Source: an optimization exercise on an open RTL-to-GDS flow (aim: small area). Production flows keep margins and buffers that such runs may drop.
Function was checked by simulation only, so behaviour that the tests miss may differ from the original.
No driver is modelled on the clock port, so clocking that relies on it looks cheaper here than on a real chip.
Power is estimated from default activity; no workload was simulated.

==> flow/design.v (outline; a module is shown in full before it is edited, if it fits) <==
// module mfcc_dct: 1649 lines
module mfcc_dct(
    input         clk,
    input         rst,
    input  [15:0] in_data,
    input         in_valid,
    output        c0_valid,
    output [31:0] c0_data,
    output        c1_valid,
    output [31:0] c1_data,
    output        c2_valid,
    output [31:0] c2_data,
    output        c3_valid,
    output [31:0] c3_data,
    output        c4_valid,
    output [31:0] c4_data,
    output        c5_valid,
    output [31:0] c5_data,
    output        c6_valid,
    output [31:0] c6_data,
    output        c7_valid,
    output [31:0] c7_data,
    output        c8_valid,
    output [31:0] c8_data,
    output        c9_valid,
    output [31:0] c9_data,
    output        c10_valid,
    output [31:0] c10_data,
    output        c11_valid,
    output [31:0] c11_data,
    output        c12_valid,
    output [31:0] c12_data
    );
  // ...
==> flow/flow/run.sh <==
#!/bin/bash
# Own flow: the standard layout (standard.sh: standard synthesis, floorplan, placement,
# CTS, routing) with two changes passed to ORFS through its own variables:
#  - the port buffers that buffer_ports inserts are sky130_fd_sc_hd__buf_1 (ORFS otherwise picks
#    clkdlybuf4s50_1, 10 um2 each); every port still gets its buffer;
#  - clock_tree_synthesis runs without dummy loads.
set -euo pipefail
cd "$(dirname "$0")/.."
export BUFFER_PORTS_ARGS="-buffer_cell sky130_fd_sc_hd__buf_1"
export CTS_ARGS="-sink_clustering_enable -repair_clock_nets -dont_use_dummy_load -buf_list sky130_fd_sc_hd__clkbuf_16 -sink_clustering_size 30 -sink_clustering_max_diameter 60"
bash standard.sh > standard_flow.log 2>&1
==> flow/standard.sh <==
#!/bin/bash
# synth_recipe.tcl (not shown) runs the flow's synth.tcl, then flattens the netlist and writes it again
# the make line also repeats each setting of config.mk as NAME=value (left out here)
make -C /OpenROAD-flow-scripts/flow DESIGN_CONFIG=/design/flow/config.mk WORK_HOME=/design/flow/orfs CLKGATE_MAP_FILE= SYNTH_SCRIPT=/design/flow/synth_recipe.tcl "${@:-finish}"
==> flow/config.mk <==
export PLATFORM = sky130hd
export DESIGN_NAME = mfcc_dct
export DESIGN_NICKNAME = mfcc_dct
export VERILOG_FILES = /design/flow/design.v
export SDC_FILE = /design/flow/constraint.sdc
export NUM_CORES = 4
export LEC_CHECK = 0
export ABC_AREA = 1
export CAP_MARGIN = 20
export CORE_MARGIN = 2
export CORE_UTILIZATION = 65
export CTS_BUF_LIST = sky130_fd_sc_hd__clkbuf_16
export CTS_CLUSTER_DIAMETER = 60
export CTS_CLUSTER_SIZE = 30
export PLACE_DENSITY = 0.75
export SLEW_MARGIN = 20
==> flow/constraint.sdc <==
create_clock -name core_clock -period 10.0 [get_ports {clk}]
set_input_delay 2.0000 -clock core_clock [delete_from_list [all_inputs] [get_ports {clk}]]
set_output_delay 2.0000 -clock core_clock [all_outputs]
set_load 0.01 [all_outputs]
==> impl_metrics.csv, run 1 <==
group,metric,value,unit
run_status,status,"no timing/DRC/antenna violations",
final_layout,n_all_buffers,572,
floorplanning,dieArea,121500,sq um
power,intPower,12.60,mW
route,drt_iter0_drc,4495,
yosys,synth_top_area_cell,"dfxtp_1",
yosys,syn_area,77190,sq um
timing,rsz0062_at_grt,"false",
route,m1WireLength,81.62,mm
final_layout,dominant-cell-class,"sequential cells",
route,wl_per_cell,22.58,microns
critical_path,crit_path_max_fanout,18,
yosys,yosysSeqAreaShare,64.40,%
critical_path,max_stage_delay,0.76,ns
power,p_leak,33.18,nW
cts,cts_resized,0,
cts,clk_pin_slew_worst_paths,0.08,ns
critical_path,endpoint,"rA[1][29]",
global_routing,grt_pass1_wl,276.5,mm
yosys,yosys-mux-area-fraction,0.4960,%
final_layout,inverters,674,
global_routing,grt-busiest-layer,"met2",
global_routing,grtUsageMet3,5.926,%
global_routing,grt_max_degree,84,
final_layout,reg_top3,"rD1 x403, rD2 x403",
timing,hold_viol,0,
yosys,synth_warnings,6,
critical_path,setup.worst_path.start_class,"register",
floorplanning,core_area,117900,sq um
place,preCtsSetupSlack,0.09126,ns
yosys,async_flop_share,0,%
power,pwr-share-seq,59.2,%
critical_path,cp_num_cells,38,
place,place_area,78600,sq um
place,numPlacedInstances,8099,
place,gp_congestion,0.9549,
==> run 2, diff against run 1 <==
--- a/flow/design.v
+++ b/flow/design.v
@@ -86,26 +86,26 @@
     reg [2:0]  dj;               
     reg [1:0]  qn;               
     reg [1:0]  wp, rp;
     wire [16:0] qhu = (rp == 2'd0) ? qu0 : (rp == 2'd1) ? qu1 : qu2;
     wire [16:0] qhv = (rp == 2'd0) ? qv0 : (rp == 2'd1) ? qv1 : qv2;
     reg        b1, b2;           
     reg [3:0]  k1, k2;           
     reg [16:0] u1, v1, u2, v2;
-    reg [2:0]  j1, j2;
+    reg [1:0]  j1, j2;           
     reg [3:0]  ocnt;             
     wire f1 = ~b1 | (k1 == 4'd12);
     wire f2 = ~b2 | (k2 == 4'd12);
     wire       have = (qn != 2'd0) | nv;
     wire [16:0] hu = (qn != 2'd0) ? qhu : nu;
     wire [16:0] hv = (qn != 2'd0) ? qhv : nvv;
     wire [2:0]  hj = dj;
-    wire ld1 = have & f1;
-    wire ld2 = have & ~f1 & f2;
+    wire ld1 = have & f1 & hj[0];    
+    wire ld2 = have & f2 & ~hj[0];   
     wire disp = ld1 | ld2;
     wire deq = disp & (qn != 2'd0);
     wire enq = nv & ~(disp & (qn == 2'd0));
     always @(posedge clk) begin
         if (rst) begin
             qn <= 2'd0;
             wp <= 2'd0;
             rp <= 2'd0;
@@ -121,257 +121,153 @@
                 default: begin qu2 <= nu; qv2 <= nvv; end
                 endcase
                 wp <= (wp == 2'd2) ? 2'd0 : wp + 2'd1;
             end
             if (deq) rp <= (rp == 2'd2) ? 2'd0 : rp + 2'd1;
             qn <= qn + {1'b0, enq} - {1'b0, deq};
             if (disp) dj <= dj - 3'd1;
             if (ld1) begin
-                b1 <= 1'b1; k1 <= 4'd0; u1 <= hu; v1 <= hv; j1 <= hj;
+                b1 <= 1'b1; k1 <= 4'd0; u1 <= hu; v1 <= hv; j1 <= hj[2:1];
             end else if (b1) begin
                 k1 <= k1 + 4'd1;
                 if (k1 == 4'd12) b1 <= 1'b0;
             end
             if (ld2) begin
-                b2 <= 1'b1; k2 <= 4'd0; u2 <= hu; v2 <= hv; j2 <= hj;
+                b2 <= 1'b1; k2 <= 4'd0; u2 <= hu; v2 <= hv; j2 <= hj[2:1];
             end else if (b2) begin
                 k2 <= k2 + 4'd1;
                 if (k2 == 4'd12) b2 <= 1'b0;
             end
             if (disp && hj == 3'd0) ocnt <= 4'd14;
             else if (ocnt != 4'd0) ocnt <= ocnt - 4'd1;
         end
     end
     reg [11:0] cr1;
     always @(*) begin
         case ({ph, j1})
-        {4'd0, 3'd0}: cr1 = 12'h200;
-        {4'd0, 3'd1}: cr1 = 12'h200;
-        {4'd0, 3'd2}: cr1 = 12'h200;
-        {4'd0, 3'd3}: cr1 = 12'h200;
-        {4'd0, 3'd4}: cr1 = 12'h200;
-        {4'd0, 3'd5}: cr1 = 12'h200;
-        {4'd0, 3'd6}: cr1 = 12'h200;
-        {4'd0, 3'd7}: cr1 = 12'h200;
-        {4'd1, 3'd0}: cr1 = 12'h3fa;
-        {4'd1, 3'd1}: cr1 = 12'h3cd;
-        {4'd1, 3'd2}: cr1 = 12'h376;
-        {4'd1, 3'd3}: cr1 = 12'h2f8;
-        {4'd1, 3'd4}: cr1 = 12'h259;
-        {4'd1, 3'd5}: cr1 = 12'h1a0;
-        {4'd1, 3'd6}: cr1 = 12'h0d4;
-        {4'd1, 3'd7}: cr1 = 12'h000;
-        {4'd2, 3'd0}: cr1 = 12'h3e9;
-        {4'd2, 3'd1}: cr1 = 12'h33c;
-        {4'd2, 3'd2}: cr1 = 12'h200;
-        {4'd2, 3'd3}: cr1 = 12'h06b;
-        {4'd2, 3'd4}: cr1 = 12'hec4;
-        {4'd2, 3'd5}: cr1 = 12'hd53;
-        {4'd2, 3'd6}: cr1 = 12'hc59;
-        {4'd2, 3'd7}: cr1 = 12'hc00;
-        {4'd3, 3'd0}: cr1 = 12'h3cd;
-        {4'd3, 3'd1}: cr1 = 12'h259;
-        {4'd3, 3'd2}: cr1 = 12'h000;
-        {4'd3, 3'd3}: cr1 = 12'hda7;
-        {4'd3, 3'd4}: cr1 = 12'hc33;
-        {4'd3, 3'd5}: cr1 = 12'hc33;
-        {4'd3, 3'd6}: cr1 = 12'hda7;
-        {4'd3, 3'd7}: cr1 = 12'h000;
-        {4'd4, 3'd0}: cr1 = 12'h3a7;
-        {4'd4, 3'd1}: cr1 = 12'h13c;
-        {4'd4, 3'd2}: cr1 = 12'he01;
-        {4'd4, 3'd3}: cr1 = 12'hc17;
-        {4'd4, 3'd4}: cr1 = 12'hcc4;
-        {4'd4, 3'd5}: cr1 = 12'hf95;
-        {4'd4, 3'd6}: cr1 = 12'h2ad;
-        {4'd4, 3'd7}: cr1 = 12'h400;
-        {4'd5, 3'd0}: cr1 = 12'h376;
-        {4'd5, 3'd1}: cr1 = 12'h000;
-        {4'd5, 3'd2}: cr1 = 12'hc8a;
-        {4'd5, 3'd3}: cr1 = 12'hc8a;
-        {4'd5, 3'd4}: cr1 = 12'h000;
-        {4'd5, 3'd5}: cr1 = 12'h376;
-        {4'd5, 3'd6}: cr1 = 12'h376;
-        {4'd5, 3'd7}: cr1 = 12'h000;
-        {4'd6, 3'd0}: cr1 = 12'h33c;
-        {4'd6, 3'd1}: cr1 = 12'hec4;
-        {4'd6, 3'd2}: cr1 = 12'hc00;
-        {4'd6, 3'd3}: cr1 = 12'hec4;
-        {4'd6, 3'd4}: cr1 = 12'h33c;
-        {4'd6, 3'd5}: cr1 = 12'h33c;
-        {4'd6, 3'd6}: cr1 = 12'hec4;
-        {4'd6, 3'd7}: cr1 = 12'hc00;
-        {4'd7, 3'd0}: cr1 = 12'h2f8;
-        {4'd7, 3'd1}: cr1 = 12'hda7;
-        {4'd7, 3'd2}: cr1 = 12'hc8a;
-        {4'd7, 3'd3}: cr1 = 12'h1a0;
-        {4'd7, 3'd4}: cr1 = 12'h3cd;
-        {4'd7, 3'd5}: cr1 = 12'hf2c;
-        {4'd7, 3'd6}: cr1 = 12'hc06;
-        {4'd7, 3'd7}: cr1 = 12'h000;
-        {4'd8, 3'd0}: cr1 = 12'h2ad;
-        {4'd8, 3'd1}: cr1 = 12'hcc4;
-        {4'd8, 3'd2}: cr1 = 12'he00;
-        {4'd8, 3'd3}: cr1 = 12'h3a7;
-        {4'd8, 3'd4}: cr1 = 12'h13c;
-        {4'd8, 3'd5}: cr1 = 12'hc17;
-        {4'd8, 3'd6}: cr1 = 12'hf95;
-        {4'd8, 3'd7}: cr1 = 12'h400;
-        {4'd9, 3'd0}: cr1 = 12'h259;
-        {4'd9, 3'd1}: cr1 = 12'hc33;
-        {4'd9, 3'd2}: cr1 = 12'h000;
-        {4'd9, 3'd3}: cr1 = 12'h3cd;
-        {4'd9, 3'd4}: cr1 = 12'hda7;
-        {4'd9, 3'd5}: cr1 = 12'hda7;
-        {4'd9, 3'd6}: cr1 = 12'h3cd;
-        {4'd9, 3'd7}: cr1 = 12'h000;
-        {4'd10, 3'd0}: cr1 = 12'h200;
-        {4'd10, 3'd1}: cr1 = 12'hc00;
-        {4'd10, 3'd2}: cr1 = 12'h200;
-        {4'd10, 3'd3}: cr1 = 12'h200;
-        {4'd10, 3'd4}: cr1 = 12'hc00;
-        {4'd10, 3'd5}: cr1 = 12'h200;
-        {4'd10, 3'd6}: cr1 = 12'h200;
-        {4'd10, 3'd7}: cr1 = 12'hc00;
-        {4'd11, 3'd0}: cr1 = 12'h1a0;
-        {4'd11, 3'd1}: cr1 = 12'hc33;
-        {4'd11, 3'd2}: cr1 = 12'h376;
-        {4'd11, 3'd3}: cr1 = 12'hf2c;
-        {4'd11, 3'd4}: cr1 = 12'hda7;
-        {4'd11, 3'd5}: cr1 = 12'h3fa;
-        {4'd11, 3'd6}: cr1 = 12'hd08;
-        {4'd11, 3'd7}: cr1 = 12'h000;
-        {4'd12, 3'd0}: cr1 = 12'h13c;
-        {4'd12, 3'd1}: cr1 = 12'hcc4;
-        {4'd12, 3'd2}: cr1 = 12'h400;
-        {4'd12, 3'd3}: cr1 = 12'hcc4;
-        {4'd12, 3'd4}: cr1 = 12'h13c;
-        {4'd12, 3'd5}: cr1 = 12'h13c;
-        {4'd12, 3'd6}: cr1 = 12'hcc4;
-        {4'd12, 3'd7}: cr1 = 12'h400;
+        {4'd0, 2'd0}: cr1 = 12'h200;
+        {4'd0, 2'd1}: cr1 = 12'h200;
+        {4'd0, 2'd2}: cr1 = 12'h200;
+        {4'd0, 2'd3}: cr1 = 12'h200;
+        {4'd1, 2'd0}: cr1 = 12'h3cd;
+        {4'd1, 2'd1}: cr1 = 12'h2f8;
+        {4'd1, 2'd2}: cr1 = 12'h1a0;
+        {4'd1, 2'd3}: cr1 = 12'h000;
+        {4'd2, 2'd0}: cr1 = 12'h33c;
+        {4'd2, 2'd1}: cr1 = 12'h06b;
+        {4'd2, 2'd2}: cr1 = 12'hd53;
+        {4'd2, 2'd3}: cr1 = 12'hc00;
+        {4'd3, 2'd0}: cr1 = 12'h259;
+        {4'd3, 2'd1}: cr1 = 12'hda7;
+        {4'd3, 2'd2}: cr1 = 12'hc33;
+        {4'd3, 2'd3}: cr1 = 12'h000;
+        {4'd4, 2'd0}: cr1 = 12'h13c;
+        {4'd4, 2'd1}: cr1 = 12'hc17;
+        {4'd4, 2'd2}: cr1 = 12'hf95;
+        {4'd4, 2'd3}: cr1 = 12'h400;
+        {4'd5, 2'd0}: cr1 = 12'h000;
+        {4'd5, 2'd1}: cr1 = 12'hc8a;
+        {4'd5, 2'd2}: cr1 = 12'h376;
+        {4'd5, 2'd3}: cr1 = 12'h000;
+        {4'd6, 2'd0}: cr1 = 12'hec4;
+        {4'd6, 2'd1}: cr1 = 12'hec4;
+        {4'd6, 2'd2}: cr1 = 12'h33c;
+        {4'd6, 2'd3}: cr1 = 12'hc00;
+        {4'd7, 2'd0}: cr1 = 12'hda7;
+        {4'd7, 2'd1}: cr1 = 12'h1a0;
+        {4'd7, 2'd2}: cr1 = 12'hf2c;
+        {4'd7, 2'd3}: cr1 = 12'h000;
+        {4'd8, 2'd0}: cr1 = 12'hcc4;
+        {4'd8, 2'd1}: cr1 = 12'h3a7;
+        {4'd8, 2'd2}: cr1 = 12'hc17;
+        {4'd8, 2'd3}: cr1 = 12'h400;
+        {4'd9, 2'd0}: cr1 = 12'hc33;
+        {4'd9, 2'd1}: cr1 = 12'h3cd;
+        {4'd9, 2'd2}: cr1 = 12'hda7;
+        {4'd9, 2'd3}: cr1 = 12'h000;
+        {4'd10, 2'd0}: cr1 = 12'hc00;
+        {4'd10, 2'd1}: cr1 = 12'h200;
+        {4'd10, 2'd2}: cr1 = 12'h200;
+        {4'd10, 2'd3}: cr1 = 12'hc00;
+        {4'd11, 2'd0}: cr1 = 12'hc33;
+        {4'd11, 2'd1}: cr1 = 12'hf2c;
+        {4'd11, 2'd2}: cr1 = 12'h3fa;
+        {4'd11, 2'd3}: cr1 = 12'h000;
+        {4'd12, 2'd0}: cr1 = 12'hcc4;
+        {4'd12, 2'd1}: cr1 = 12'hcc4;
+        {4'd12, 2'd2}: cr1 = 12'h13c;
+        {4'd12, 2'd3}: cr1 = 12'h400;
         default: cr1 = 12'h000;
         endcase
     end
     reg [11:0] cr2;
     always @(*) begin
         case ({ph, j2})
-        {4'd0, 3'd0}: cr2 = 12'h200;
-        {4'd0, 3'd1}: cr2 = 12'h200;
-        {4'd0, 3'd2}: cr2 = 12'h200;
-        {4'd0, 3'd3}: cr2 = 12'h200;
-        {4'd0, 3'd4}: cr2 = 12'h200;
-        {4'd0, 3'd5}: cr2 = 12'h200;
-        {4'd0, 3'd6}: cr2 = 12'h200;
-        {4'd0, 3'd7}: cr2 = 12'h200;
-        {4'd1, 3'd0}: cr2 = 12'h3fa;
-        {4'd1, 3'd1}: cr2 = 12'h3cd;
-        {4'd1, 3'd2}: cr2 = 12'h376;
-        {4'd1, 3'd3}: cr2 = 12'h2f8;
-        {4'd1, 3'd4}: cr2 = 12'h259;
-        {4'd1, 3'd5}: cr2 = 12'h1a0;
-        {4'd1, 3'd6}: cr2 = 12'h0d4;
-        {4'd1, 3'd7}: cr2 = 12'h000;
-        {4'd2, 3'd0}: cr2 = 12'h3e9;
-        {4'd2, 3'd1}: cr2 = 12'h33c;
-        {4'd2, 3'd2}: cr2 = 12'h200;
-        {4'd2, 3'd3}: cr2 = 12'h06b;
-        {4'd2, 3'd4}: cr2 = 12'hec4;
-        {4'd2, 3'd5}: cr2 = 12'hd53;
-        {4'd2, 3'd6}: cr2 = 12'hc59;
-        {4'd2, 3'd7}: cr2 = 12'hc00;
-        {4'd3, 3'd0}: cr2 = 12'h3cd;
-        {4'd3, 3'd1}: cr2 = 12'h259;
-        {4'd3, 3'd2}: cr2 = 12'h000;
-        {4'd3, 3'd3}: cr2 = 12'hda7;
-        {4'd3, 3'd4}: cr2 = 12'hc33;
-        {4'd3, 3'd5}: cr2 = 12'hc33;
-        {4'd3, 3'd6}: cr2 = 12'hda7;
-        {4'd3, 3'd7}: cr2 = 12'h000;
-        {4'd4, 3'd0}: cr2 = 12'h3a7;
-        {4'd4, 3'd1}: cr2 = 12'h13c;
-        {4'd4, 3'd2}: cr2 = 12'he01;
-        {4'd4, 3'd3}: cr2 = 12'hc17;
-        {4'd4, 3'd4}: cr2 = 12'hcc4;
-        {4'd4, 3'd5}: cr2 = 12'hf95;
-        {4'd4, 3'd6}: cr2 = 12'h2ad;
-        {4'd4, 3'd7}: cr2 = 12'h400;
-        {4'd5, 3'd0}: cr2 = 12'h376;
-        {4'd5, 3'd1}: cr2 = 12'h000;
-        {4'd5, 3'd2}: cr2 = 12'hc8a;
-        {4'd5, 3'd3}: cr2 = 12'hc8a;
-        {4'd5, 3'd4}: cr2 = 12'h000;
-        {4'd5, 3'd5}: cr2 = 12'h376;
-        {4'd5, 3'd6}: cr2 = 12'h376;
-        {4'd5, 3'd7}: cr2 = 12'h000;
-        {4'd6, 3'd0}: cr2 = 12'h33c;
-        {4'd6, 3'd1}: cr2 = 12'hec4;
-        {4'd6, 3'd2}: cr2 = 12'hc00;
-        {4'd6, 3'd3}: cr2 = 12'hec4;
-        {4'd6, 3'd4}: cr2 = 12'h33c;
-        {4'd6, 3'd5}: cr2 = 12'h33c;
-        {4'd6, 3'd6}: cr2 = 12'hec4;
-        {4'd6, 3'd7}: cr2 = 12'hc00;
-        {4'd7, 3'd0}: cr2 = 12'h2f8;
-        {4'd7, 3'd1}: cr2 = 12'hda7;
-        {4'd7, 3'd2}: cr2 = 12'hc8a;
-        {4'd7, 3'd3}: cr2 = 12'h1a0;
-        {4'd7, 3'd4}: cr2 = 12'h3cd;
-        {4'd7, 3'd5}: cr2 = 12'hf2c;
-        {4'd7, 3'd6}: cr2 = 12'hc06;
-        {4'd7, 3'd7}: cr2 = 12'h000;
-        {4'd8, 3'd0}: cr2 = 12'h2ad;
-        {4'd8, 3'd1}: cr2 = 12'hcc4;
-        {4'd8, 3'd2}: cr2 = 12'he00;
-        {4'd8, 3'd3}: cr2 = 12'h3a7;
-        {4'd8, 3'd4}: cr2 = 12'h13c;
-        {4'd8, 3'd5}: cr2 = 12'hc17;
-        {4'd8, 3'd6}: cr2 = 12'hf95;
-        {4'd8, 3'd7}: cr2 = 12'h400;
-        {4'd9, 3'd0}: cr2 = 12'h259;
-        {4'd9, 3'd1}: cr2 = 12'hc33;
-        {4'd9, 3'd2}: cr2 = 12'h000;
-        {4'd9, 3'd3}: cr2 = 12'h3cd;
-        {4'd9, 3'd4}: cr2 = 12'hda7;
-        {4'd9, 3'd5}: cr2 = 12'hda7;
-        {4'd9, 3'd6}: cr2 = 12'h3cd;
-        {4'd9, 3'd7}: cr2 = 12'h000;
-        {4'd10, 3'd0}: cr2 = 12'h200;
-        {4'd10, 3'd1}: cr2 = 12'hc00;
-        {4'd10, 3'd2}: cr2 = 12'h200;
-        {4'd10, 3'd3}: cr2 = 12'h200;
-        {4'd10, 3'd4}: cr2 = 12'hc00;
-        {4'd10, 3'd5}: cr2 = 12'h200;
-        {4'd10, 3'd6}: cr2 = 12'h200;
-        {4'd10, 3'd7}: cr2 = 12'hc00;
-        {4'd11, 3'd0}: cr2 = 12'h1a0;
-        {4'd11, 3'd1}: cr2 = 12'hc33;
-        {4'd11, 3'd2}: cr2 = 12'h376;
-        {4'd11, 3'd3}: cr2 = 12'hf2c;
-        {4'd11, 3'd4}: cr2 = 12'hda7;
-        {4'd11, 3'd5}: cr2 = 12'h3fa;
-        {4'd11, 3'd6}: cr2 = 12'hd08;
-        {4'd11, 3'd7}: cr2 = 12'h000;
-        {4'd12, 3'd0}: cr2 = 12'h13c;
-        {4'd12, 3'd1}: cr2 = 12'hcc4;
-        {4'd12, 3'd2}: cr2 = 12'h400;
-        {4'd12, 3'd3}: cr2 = 12'hcc4;
-        {4'd12, 3'd4}: cr2 = 12'h13c;
-        {4'd12, 3'd5}: cr2 = 12'h13c;
-        {4'd12, 3'd6}: cr2 = 12'hcc4;
-        {4'd12, 3'd7}: cr2 = 12'h400;
+        {4'd0, 2'd0}: cr2 = 12'h200;
+        {4'd0, 2'd1}: cr2 = 12'h200;
+        {4'd0, 2'd2}: cr2 = 12'h200;
+        {4'd0, 2'd3}: cr2 = 12'h200;
+        {4'd1, 2'd0}: cr2 = 12'h3fa;
+        {4'd1, 2'd1}: cr2 = 12'h376;
+        {4'd1, 2'd2}: cr2 = 12'h259;
+        {4'd1, 2'd3}: cr2 = 12'h0d4;
+        {4'd2, 2'd0}: cr2 = 12'h3e9;
+        {4'd2, 2'd1}: cr2 = 12'h200;
+        {4'd2, 2'd2}: cr2 = 12'hec4;
+        {4'd2, 2'd3}: cr2 = 12'hc59;
+        {4'd3, 2'd0}: cr2 = 12'h3cd;
+        {4'd3, 2'd1}: cr2 = 12'h000;
+        {4'd3, 2'd2}: cr2 = 12'hc33;
+        {4'd3, 2'd3}: cr2 = 12'hda7;
+        {4'd4, 2'd0}: cr2 = 12'h3a7;
+        {4'd4, 2'd1}: cr2 = 12'he01;
+        {4'd4, 2'd2}: cr2 = 12'hcc4;
+        {4'd4, 2'd3}: cr2 = 12'h2ad;
+        {4'd5, 2'd0}: cr2 = 12'h376;
+        {4'd5, 2'd1}: cr2 = 12'hc8a;
+        {4'd5, 2'd2}: cr2 = 12'h000;
+        {4'd5, 2'd3}: cr2 = 12'h376;
+        {4'd6, 2'd0}: cr2 = 12'h33c;
+        {4'd6, 2'd1}: cr2 = 12'hc00;
+        {4'd6, 2'd2}: cr2 = 12'h33c;
+        {4'd6, 2'd3}: cr2 = 12'hec4;
+        {4'd7, 2'd0}: cr2 = 12'h2f8;
+        {4'd7, 2'd1}: cr2 = 12'hc8a;
+        {4'd7, 2'd2}: cr2 = 12'h3cd;
+        {4'd7, 2'd3}: cr2 = 12'hc06;
+        {4'd8, 2'd0}: cr2 = 12'h2ad;
+        {4'd8, 2'd1}: cr2 = 12'he00;
+        {4'd8, 2'd2}: cr2 = 12'h13c;
+        {4'd8, 2'd3}: cr2 = 12'hf95;
+        {4'd9, 2'd0}: cr2 = 12'h259;
+        {4'd9, 2'd1}: cr2 = 12'h000;
+        {4'd9, 2'd2}: cr2 = 12'hda7;
+        {4'd9, 2'd3}: cr2 = 12'h3cd;
+        {4'd10, 2'd0}: cr2 = 12'h200;
+        {4'd10, 2'd1}: cr2 = 12'h200;
+        {4'd10, 2'd2}: cr2 = 12'hc00;
+        {4'd10, 2'd3}: cr2 = 12'h200;
+        {4'd11, 2'd0}: cr2 = 12'h1a0;
+        {4'd11, 2'd1}: cr2 = 12'h376;
+        {4'd11, 2'd2}: cr2 = 12'hda7;
+        {4'd11, 2'd3}: cr2 = 12'hd08;
+        {4'd12, 2'd0}: cr2 = 12'h13c;
+        {4'd12, 2'd1}: cr2 = 12'h400;
+        {4'd12, 2'd2}: cr2 = 12'h13c;
+        {4'd12, 2'd3}: cr2 = 12'hcc4;
         default: cr2 = 12'h000;
         endcase
     end
     wire [11:0] c1 = b1 ? cr1 : 12'd0;
     wire [11:0] c2 = b2 ? cr2 : 12'd0;
-    wire sp1 = b1 & (ph == 4'd10) & (j1 == 3'd5);
-    wire sp2 = b2 & (ph == 4'd10) & (j2 == 3'd5);
-    wire useu1 = ~ph[0] | (j1 == 3'd0);
-    wire useu2 = ~ph[0] | (j2 == 3'd0);
+    wire sp1 = b1 & (ph == 4'd10) & (j1 == 2'd2);    
+    wire sp2 = 1'b0;
+    wire useu1 = ~ph[0];
+    wire useu2 = ~ph[0] | (j2 == 2'd0);
     wire [17:0] z1 = useu1 ? {1'b0, u1} : {v1[16], v1};
     wire [17:0] z2 = useu2 ? {1'b0, u2} : {v2[16], v2};
     wire [17:0] zx = {2'b0, x9};
     reg [29:0] rA [0:12];
     reg [29:0] rC1 [0:12];
     reg [29:0] rC2 [0:12];
     reg [30:0] rD1 [0:12];
     reg [30:0] rD2 [0:12];
==> flow/config.mk (replaced) <==
export PLATFORM = sky130hd
export DESIGN_NAME = mfcc_dct
export DESIGN_NICKNAME = mfcc_dct
export VERILOG_FILES = /design/flow/design.v
export SDC_FILE = /design/flow/constraint.sdc
export NUM_CORES = 4
export LEC_CHECK = 0
export ABC_AREA = 1
export CAP_MARGIN = 20
export CORE_MARGIN = 2
export CORE_UTILIZATION = 70
export PLACE_DENSITY = 0.8
export SLEW_MARGIN = 20
==> run 2 against run 1 <==
Register-to-register slack gained 0.32 ns. Maximum frequency grew 3.5%. Critical endpoint is now rA[1][27]. Die area is 8.9% lower. Critical path type unchanged. Largest cell class unchanged. Highest routed layer is now met4. Combinational power up 4%.
==> impl_metrics.csv, run 2 <==
group,metric,value,unit
run_status,status,"no timing/DRC/antenna violations",
critical_path,r2r_start,"j1[1]",
cts,cts_resized,0,
critical_path,path_class,"register to register",
global_routing,grt_max_degree,85,
critical_path,cp_common_cell,"fa_1",
yosys,netlist_instances,6284,
yosys,yosysSeqAreaShare,65.61,%
final_layout,area_growth,4.764,%
place,gp_congestion,0.9784,
route,via_per_inst,5.709,
critical_path,crit_path_max_fanout,14,
timing,setup_viol,0,
critical_path,required,10.62,ns
final_layout,nFillCells,6808,
global_routing,grt_pass1_wl,262.4,mm
critical_path,path_delay_family,"adder cells",
floorplanning,rows,120,
yosys,synth_most_common_cell,"dfxtp_1",
route,drtAntennaViolNets,0,
power,total_power,17.40,mW
route,first_pass_iters,8,
yosys,synth_seq_cells,2325,
yosys,async_flop_share,0,%
power,power_density,219.5,nW/um^2
route,drt_wl_total,175.0,mm
final_layout,layout-drive-gt1-share,5.426,%
final_layout,stdcell_area,79280,sq um
timing,skew,0.1062,ns
cts,insertion_delay,0.72,ns
yosys,synth_common_cells,"2015 x dfxtp_1, 674 x nand2_1, 561 x inv_1",
timing,period_needed,9.211,ns
global_routing,track_usage,31.42,%
global_routing,grt_pass1_vias,44000,
yosys,synth_top_area_cell,"dfxtp_1",
timing,finalMaxSlewViolations,0,
power,p_leak,32.15,nW
final_layout,multi_input_area,20630,sq um
final_layout,seq_area,49650,sq um
critical_path,path_buf_inv,4,
critical_path,crit_path_top_delay_cell,"nor2_1",
floorplanning,dieArea,110700,sq um
yosys,synth.distinct_cells,68,
final_layout,final_cells,7801,
yosys,synth_edf_count,310,
place,numPlacedInstances,7692,
timing,setup_ws,0.7887,ns
critical_path,setup.worst_path.start_class,"register",
floorplanning,start_util,70.59,%
job,cap_violations,0,
timing,rsz0062_at_grt,"false",
global_routing,antenna_found_initial,10,
route,vias,44540,
route,drc,0,
floorplanning,die_h,332.8,microns
global_routing,grt_overflow,0,
timing,fmax,108.6,MHz
critical_path,critPathCaptureType,"register",
floorplanning,ios,448,
timing,holdWs,0.2666,ns
final_layout,nets,6818,
final_layout,reg_top3,"rD1 x403, rD2 x403",
floorplanning,die_x,332.8,microns
yosys,syn_nets,6705,
cts,postCtsSetupRepairBufs,0,
timing,worst_pin_slew,1.282,ns
cts,cts_buffers,106,
yosys,syn_area,75670,sq um
yosys,synthFlopType,"dfxtp_1",
cts,cts_tree,"built",
yosys,synthDominantCellAreaShare,53.31,%
timing,slew_headroom,13.64,%
min_path,hold_start,"rA[9][2]",
cts,clk_pin_slew_worst_paths,0.10,ns
place,io_buffers,446,
yosys,synth_warnings,6,
final_layout,post-route-util,73.95,%
critical_path,max_stage_delay,0.68,ns
floorplanning,core_area,107200,sq um
timing,setup_tns,0,ns
cts,cts_num_sinks,2325,
route,wl_per_cell,22.44,microns
timing,hold_viol,0,
yosys,netlist_top_cells_area,"dfxtp_1 53%, edfxtp_1 12%, fa_1 7.3%",
critical_path,cp.arrival,9.83,ns
final_layout,final_cell_mix,"2011 x dfxtp_1, 674 x nand2_1, 559 x inv_1",
route,drt_iter0_drc,5013,
place,preCtsSetupSlack,0.1990,ns
timing,min_period_over_period,92.11,%
final_layout,layout_commonest_cell,"dfxtp_1",
min_path,hp-class,"register to register",
critical_path,startpoint,"j1[1]",
yosys,avgSynthCellArea,12.04,sq um
cts,postCtsHoldBufs,0,
place,place_hpwl,120.5,mm
power,vdd_drop_max,0.2196,mV
place,place_area,76610,sq um
## run 2: cell count changes after synthesis, moves of 19 or more
cell	previous run	this run
nor2_1	204	153
inv_1	613	561
o22ai_1	126	170
a21oi_1	290	264
o21ai_0	492	448
o22ai_2	42	23
## run 2: path summary, 6_finish.rpt
path,endpoint,slack [ns],depth (start not counted)
max,rA[1][27],0.79,33
min,rA[10][2],0.27,0
max reg2reg,rA[1][27],0.79,33
min reg2reg,rA[10][2],0.27,0
## run 2: report_power, final
group	switching, mW	internal (mW)
Combinational	1.86	0.767
Clock	2.64	1.89
Sequential	0.262	9.97
## run 2: metal layers
layer | wire length, microns | track usage [%]
met5 | 0 | 0
met2 | 78400 | 48.22
met1 | 71750 | 43.51
met4 | 8368 | 14.12
met3 | 16490 | 6.542
## run 2: kinds of logic (layout without fill, tap and decap cells)
logic type               count (synthesis)  count (layout)  synth area share, %
flip-flops                            2325            2325                65.61
buffers and inverters                 1135            1246                7.255
AO/OA/AOI/OAI                         1129            1129                8.694
AND/OR/NAND/NOR                        976             976                5.351
adder cells (fa/ha/maj)                402             402                9.375
XOR/XNOR                               283             283                3.275
multiplexers                            33              33               0.4365
other                                    1               4             0.004956
## run 2: layout make-up
type	count	area share, %
flip-flops and latches	2325	62.63
well taps	1403	2.214
clock buffers	106	3.346
diodes	3	0.009470
multi-input cells	2824	26.02
inverters	618	2.945
repair buffers	522	2.831
==> run 3, diff against run 2 <==
--- a/flow/config.mk
+++ b/flow/config.mk
@@ -10,4 +10,7 @@
 export CORE_MARGIN = 2
-export CORE_UTILIZATION = 70
-export PLACE_DENSITY = 0.8
+export CORE_UTILIZATION = 65
+export CTS_BUF_LIST = sky130_fd_sc_hd__clkbuf_16
+export CTS_CLUSTER_DIAMETER = 60
+export CTS_CLUSTER_SIZE = 30
+export PLACE_DENSITY = 0.75
 export SLEW_MARGIN = 20
==> run 3 against run 2 <==
Area after synthesis unchanged. Critical path type unchanged. Total power fell by 1.1%. Final cell count grew 1.6%. Still clean on timing, DRC and antenna. Setup slack worse by 0.081 ns. Via count is 1.8% lower. Register-to-register slack worse by 0.08 ns. Maximum frequency decreased by 0.88%.
==> impl_metrics.csv, run 3 <==
group,metric,value,unit
run_status,status,"no timing/DRC/antenna violations",
yosys,syn_nets,6705,
power,comb_power_share,14.9,%
timing,setup_viol,0,
yosys,synth_common_cells,"2015 x dfxtp_1, 674 x nand2_1, 561 x inv_1",
timing,hold_viol,0,
yosys,netlist_instances,6284,
yosys,synth_most_common_cell,"dfxtp_1",
cts,clk_pin_slew_worst_paths,0.10,ns
final_layout,final_cells,7926,
final_layout,nets,6822,
timing,setup_tns,0,ns
power,vdd_drop_max,0.2169,mV
cts,postCtsHoldBufs,0,
route,vias,43730,
yosys,synth_warnings,6,
yosys,syn_area,75670,sq um
route,first_pass_iters,6,
place,place_area,76800,sq um
power,swShare,26.92,%
final_layout,area_growth,4.954,%
timing,skew,0.1170,ns
route,drt_iter0_drc,4545,
floorplanning,dieArea,119200,sq um
yosys,synth_edf_count,310,
route,drt_wl_total,169.2,mm
cts,insertion_delay,0.75,ns
floorplanning,ios,448,
cts,cts_tree,"built",
final_layout,stdcell_area,79420,sq um
critical_path,setup.worst_path.start_class,"register",
critical_path,path_class,"register to register",
yosys,synth.distinct_cells,68,
global_routing,grt_pass1_wl,254.2,mm
floorplanning,die_h,345.2,microns
final_layout,multi_input_area,20630,sq um
global_routing,track_usage,28.18,%
power,intPower,12.58,mW
global_routing,grt_pass1_vias,42680,
critical_path,cp.arrival,9.68,ns
final_layout,nFillCells,8050,
power,p_leak,32.15,nW
timing,worst_pin_slew,1.168,ns
timing,fmax,107.6,MHz
final_layout,reg_top3,"rD1 x403, rD2 x403",
global_routing,grt_max_degree,73,
yosys,synthDominantCellAreaShare,53.31,%
route,drc,0,
power,power_density,216.7,nW/um^2
route,drtAntennaViolNets,0,
timing,finalMaxSlewViolations,0,
cts,cts_buffers,104,
place,place_hpwl,118.6,mm
floorplanning,rows,125,
timing,rsz0062_at_grt,"false",
critical_path,crit_path_max_fanout,11,
power,power_frac_clock,25.7,%
route,via_per_inst,5.517,
cts,postCtsSetupRepairBufs,0,
critical_path,critPathCaptureType,"register",
yosys,netlist_top_cells_area,"dfxtp_1 53%, edfxtp_1 12%, fa_1 7.3%",
power,total_power,17.21,mW
route,wl_per_cell,21.35,microns
min_path,hp-class,"register to register",
critical_path,required,10.39,ns
yosys,synth_top_area_cell,"dfxtp_1",
place,io_buffers,446,
yosys,synthFlopType,"dfxtp_1",
place,numPlacedInstances,7819,
final_layout,final_cell_mix,"2011 x dfxtp_1, 674 x nand2_1, 559 x inv_1",
final_layout,layout-drive-gt1-share,5.454,%
global_routing,antenna_found_initial,13,
yosys,yosysSeqAreaShare,65.61,%
floorplanning,start_util,65.30,%
yosys,synth_seq_cells,2325,
timing,slew_headroom,22.16,%
critical_path,rrSetupSlack,0.71,ns
power,pwr-share-seq,59.4,%
timing,holdWs,0.2763,ns
cts,cts_resized,0,
global_routing,grt_overflow,0,
job,cap_violations,0,
floorplanning,die_x,345.2,microns
final_layout,layout_commonest_cell,"dfxtp_1",
final_layout,seq_area,49650,sq um
power,switchingPower,4.634,mW
floorplanning,core_area,115900,sq um
place,gp_congestion,0.9546,
timing,min_period_over_period,92.93,%
cts,cts_num_sinks,2325,
yosys,async_flop_share,0,%
timing,period_needed,9.293,ns
yosys,avgSynthCellArea,12.04,sq um
## run 3: cell count changes in the layout (fill, tap and decap cells not counted), moves of 2 or more
cell       delta
o21ai_0       -3
buf_4         +6
o21ai_1       +3
mux2i_1       +3
clkbuf_16     -2
mux2i_2       -4
## run 3: cell families (layout without fill, tap and decap cells)
logic type,after synthesis,after routing,synth area share [%]
compound gates,1129,1129,8.694
xor+xnor,283,283,3.275
fa+ha+maj,402,402,9.375
buf+inv,1135,1250,7.255
flops,2325,2325,65.61
mux,33,33,0.4365
other cells,1,4,0.004956
simple gates,976,976,5.351
## run 3: path summary, 6_finish.rpt
check | start | to | cells after the start
setup / recovery | n[2] | u1[15] | 27
hold / removal | rC2[11][2] | rC2[12][2] | 0
setup reg to reg | n[2] | u1[15] | 27
hold reg to reg | rC2[11][2] | rC2[12][2] | 0
## run 3: per-layer routing
layer,share of wire (%),up-vias,global-route usage [%]
met4,4.5,6,11.74
met2,44,2049,43.57
met3,8.8,397,5.720
met5,0.020,-,0
li1,-,20160,-
met1,42,21120,39.14
## run 3: worst max-delay path, cell delays in order (launching register included)
cell and delay (ns):
dfxtp_1 0.42, inv_1 0.12, ha_1 0.22, nor3_1 0.34, inv_1 0.26, buf_4 0.25, nand4_1 0.11, o21a_1 0.17
inv_1 0.06, fa_1 0.38, fa_1 0.46, fa_1 0.44, fa_1 0.42, fa_1 0.48, fa_1 0.45, fa_1 0.44
fa_1 0.43, fa_1 0.43, fa_1 0.43, fa_1 0.43, fa_1 0.43, fa_1 0.43, fa_1 0.41, inv_1 0.08
fa_1 0.40, or2_2 0.29, o21ai_0 0.10, a22oi_1 0.13
## run 3: power by group through the flow
stage	Combinational [mW]	Clock (mW)	Sequential, mW
6_report	2.57	4.42	10.2
2_1_floorplan	1.99	0	10.3
3_3_place_gp	2.44	0	10.4
4_1_cts	2.52	4.50	10.2
3_5_place_dp	2.49	0	10.4
5_1_grt	2.77	4.82	10.3
## run 3: area by class of cell
cell class / instances / area share [%]
Sequential cell: 2325 / 62.52
Multi-Input combinational cell: 2824 / 25.97
Clock buffer: 104 / 3.277
Inverter: 618 / 2.940
Timing Repair Buffer: 528 / 2.883
Tap cell: 1524 / 2.401
Antenna cell: 3 / 0.009452
## run 3: metrics by stage
stage	util, %	setup WS, ns
after detailed placement	66.27	0.1339
final	68.53	0.7073
after floorplan	-	0.7943
after CTS	68.51	0.7098
after global placement	66.27	0.2721
after global routing	68.52	0.2867

## port drivers added, routing unchanged
The results above use ideal ports. As a check the final layouts listed here were re-extracted and re-timed, cells and wires unchanged.
Step 1, drivers: a clkbuf_16 drives clk and a buf_2 each remaining input, both assumed.
Step 2, shift: input delay + t, output delay - t, t = (earliest + latest rising clock arrival at the registers) / 2. This alone moves slack from input paths to output paths.
Three values: ideal ports, drivers, drivers and shift; two values: the first two.
| run | t, ns | setup WS [ns] | worst data-port slew with drivers (ns) |
|---|---|---|---|
| run 1 | 0.751 | 0.469 / 0.469 / 0.042 | 0.15 |
| run 2 | 0.749 | 0.789 / 0.789 / 0.171 | 0.12 |
| run 3 | 0.765 | 0.707 / 0.707 / 0.081 | 0.12 |
After both steps every run listed still meets setup and hold. The setup slack of run 3, which loses most, moves by 0.000 ns with the drivers and by -0.626 ns with both steps.
